Source: an optimization exercise on an open RTL-to-GDS flow (aim: small area). Production flows keep margins and buffers that such runs may drop.
Only simulation tests tie the RTL to the original design; equivalence was not proved.

## job 101
// fir16_top
module fir16_top (clk, reset, sample_in, y_out);
    input clk;
    input reset;
    input  signed [15:0] sample_in;
    output signed [35:0] y_out;
    reg [15:0] tap0;
    reg [15:0] tap1;
    reg [15:0] tap2;
    reg [15:0] tap3;
    reg [15:0] tap4;
    reg [15:0] tap5;
    reg [15:0] tap6;
    reg [15:0] tap7;
    reg [15:0] tap8;
    reg [15:0] tap9;
    reg [15:0] tap10;
    reg [15:0] tap11;
    reg [15:0] tap12;
    reg [15:0] tap13;
    reg [15:0] tap14;
    reg [15:0] tap15;
    reg [15:0] tap16;
    always @(posedge clk) begin
        if (reset) begin
            tap0 <= 16'h0000;
            tap1 <= 16'h0000;
            tap2 <= 16'h0000;
            tap3 <= 16'h0000;
            tap4 <= 16'h0000;
            tap5 <= 16'h0000;
            tap6 <= 16'h0000;
            tap7 <= 16'h0000;
            tap8 <= 16'h0000;
            tap9 <= 16'h0000;
            tap10 <= 16'h0000;
            tap11 <= 16'h0000;
            tap12 <= 16'h0000;
            tap13 <= 16'h0000;
            tap14 <= 16'h0000;
  ...
Settings: LEC_CHECK=0, CAP_MARGIN=20, CORE_MARGIN=2, CORE_UTILIZATION=40, CTS_BUF_LIST=sky130_fd_sc_hd__clkbuf_8, CTS_CLUSTER_DIAMETER=50, CTS_CLUSTER_SIZE=20, SLEW_MARGIN=20, SYNTH_HIERARCHICAL=1, SYNTH_MINIMUM_KEEP_SIZE=0; clock period 8.0 ns.
run.sh (not shown) runs the stock make flow with config.mk's settings and CLKGATE_MAP_FILE= SYNTH_SCRIPT=/design/flow/synth_recipe.tcl, a recipe that flattens the netlist after the stock synthesis.
Job 101 was carried through to the last stage, and its layout satisfied the timing, DRC and antenna checks.
Edits applied to the flow inputs when going from job 101 to job 102:
diff --git a/flow/config.mk b/flow/config.mk
--- a/flow/config.mk
+++ b/flow/config.mk
@@ -10,5 +10,5 @@
 export CORE_UTILIZATION = 40
-export CTS_BUF_LIST = sky130_fd_sc_hd__clkbuf_8
-export CTS_CLUSTER_DIAMETER = 50
-export CTS_CLUSTER_SIZE = 20
+export CTS_BUF_LIST = sky130_fd_sc_hd__clkbuf_4 sky130_fd_sc_hd__clkbuf_8
+export CTS_CLUSTER_DIAMETER = 60
+export CTS_CLUSTER_SIZE = 12
 export SLEW_MARGIN = 20
Findings:
Job 102 closes out successfully: all stages finished, all timing, DRC and antenna checks passed.
The lower hold slack came out of job 102.
Diff job 101 -> job 102: via count of the first global-routing pass did not really move, met3 demand-to-capacity share in global routing did not really move.
The capturing instance or port of the critical path comes out y_out[30] in one run and y_out[35] in the other, namely in job 102 and job 101 respectively.

Another version of the RTL of fir16_top (not shown whole).
Size in the first run: about 1000 cells after synthesis, roughly 310 flip-flops, about 54 I/O pins.
==> flow/design.v (excerpt) <==
module fir16_top (clk, reset, sample_in, y_out);
    input clk;
    input reset;
    input  signed [15:0] sample_in;
    output signed [35:0] y_out;
    reg [15:0] tap0;
    reg [15:0] tap1;
    reg [15:0] tap2;
    reg [15:0] tap3;
    reg [15:0] tap4;
    reg [15:0] tap5;
    reg [15:0] tap6;
    reg [15:0] tap7;
    reg [15:0] tap8;
    reg [15:0] tap9;
    reg [15:0] tap10;
    reg [15:0] tap11;
    reg [15:0] tap12;
    reg [15:0] tap13;
    reg [15:0] tap14;
    reg [15:0] tap15;
    reg [15:0] tap16;
    always @(posedge clk) begin
        tap1 <= tap0;
        tap2 <= tap1;
        tap4 <= tap3;
        tap5 <= tap4;
        tap7 <= tap6;
        tap8 <= tap7;
        tap10 <= tap9;
        tap11 <= tap10;
        tap13 <= tap12;
        tap14 <= tap13;
        tap16 <= tap15;
    end
    always @(posedge clk or posedge reset) begin
        if (reset) begin
            tap0 <= 16'h0000;
            tap3 <= 16'h0000;
            tap6 <= 16'h0000;
            tap9 <= 16'h0000;
            tap12 <= 16'h0000;
            tap15 <= 16'h0000;
        end else begin
            tap0 <= sample_in;
            tap3 <= tap2;
            tap6 <= tap5;
            tap9 <= tap8;
            tap12 <= tap11;
            tap15 <= tap14;
        end
    end
    wire n1, n2, n3, n4, n5, n6, n7, n8, n9, n10, n11, n12, n13, n14, n15, n16;
    wire n17, n18, n19, n20, n21, n22, n23, n24, n25, n26, n27, n28, n29, n30, n31, n32;
    wire n33, n34, n35, n36, n37, n38, n39, n40, n41, n42, n43, n44, n45, n46, n47, n48;
    wire n49, n50, n51, n52, n53, n54, n55, n56, n57, n58, n59, n60, n61, n62, n63, n64;
    wire n65, n66, n67, n68, n69, n70, n71, n72, n73, n74, n75, n76, n77, n78, n79, n80;
    wire n81, n82, n83, n84, n85, n86, n87, n88, n89, n90, n91, n92, n93, n94, n95, n96;
    wire n97, n98, n99, n100, n101, n102, n103, n104, n105, n106, n107, n108, n109, n110, n111, n112;
    wire n113, n114, n115, n116, n117, n118, n119, n120, n121, n122, n123, n124, n125, n126, n127, n128;
    wire n129, n130, n131, n132, n133, n134, n135, n136, n137, n138, n139, n140, n141, n142, n143, n144;
    wire n145, n146, n147, n148, n149, n150, n151, n152, n153, n154, n155, n156, n157, n158, n159, n160;
  ...
clock: 8.0 ns
lec_check: 0
cap_margin: 20
core_margin: 2
core_utilization: 70
cts_buf_list: sky130_fd_sc_hd__clkbuf_8
cts_cluster_diameter: 80
cts_cluster_size: 16
slew_margin: 20
synth_hierarchical: 1
synth_minimum_keep_size: 0
standard.sh (not shown) runs the stock make flow with config.mk's settings and CLKGATE_MAP_FILE= SYNTH_SCRIPT=/design/flow/synth_recipe.tcl, a recipe that flattens the netlist after the stock synthesis.
==> flow/flow/run.sh <==
#!/bin/bash
# Standard layout; only the port buffers are the smallest buffer cell.
set -euo pipefail
bash standard.sh 'BUFFER_PORTS_ARGS=-buffer_cell sky130_fd_sc_hd__buf_1' finish > standard_flow.log 2>&1
Next try:
Settings changed: ABC_AREA from default to 1.
Global-route usage went up by 0.31 points.
Sequential share of layout area went up by 0.31 points.
Routed wire length went down by 2.2%.
Setup slack improves by 0.026 ns.
Clock-buffer cell count does not change.
Next try:
Settings changed: CTS_CLUSTER_DIAMETER 80 to 60.
Clock skew shrinks by 0.0059 ns; cell count is about the same; area after synthesis stays the same; register-to-register slack got worse by 0.02 ns; routed wire length rose by 1.3%; die area does not change; fmax hardly moves.
Next try:
Settings changed: ABC_AREA 1 to default, CTS_BUF_LIST sky130_fd_sc_hd__clkbuf_8 to sky130_fd_sc_hd__clkbuf_2 sky130_fd_sc_hd__clkbuf_4 sky130_fd_sc_hd__clkbuf_8, CTS_CLUSTER_DIAMETER 60 to 80.
After rerunning:
- The changed run produced a clean layout
- worst setup slack gets worse by 0.0084 ns
- via count falls by 1.2%
- maximum frequency barely changes
- area after synthesis rises by 0.51%
- die area rises by 0.50%

==> re-timing with driven ports <==
How much do the figures lean on ideal ports? The routed layouts below were timed once more, with nothing changed but the port constraints. Step 1: set_driving_cell puts a clkbuf_16 on clk and a buf_2 on each other input, an assumption about the parent block. Step 2 also shifts input and output timing later by t, the mid clock arrival at the registers, as if the neighbouring blocks saw the same clock. Three values: ideal, step 1, step 2; two values: the first two.
run	shift t [ns]	setup slack, ns	worst setup path after step 2	pins driven straight from the clock port
job 101	0.633	0.285 / 0.232 / 0.584	register to register	1
job 102	0.615	0.286 / 0.235 / 0.579	register to register	1
the first run of note 2	0.595	0.198 / 0.198 / 0.198	register to register	1
the second run of note 2	0.605	0.224 / 0.224 / 0.224	register to register	1
the third run of note 2	0.639	0.209 / 0.209 / 0.209	register to register	1
the fourth run of note 2	0.596	0.200 / 0.201 / 0.201	register to register	1
After both steps setup and hold are still met in every run listed.
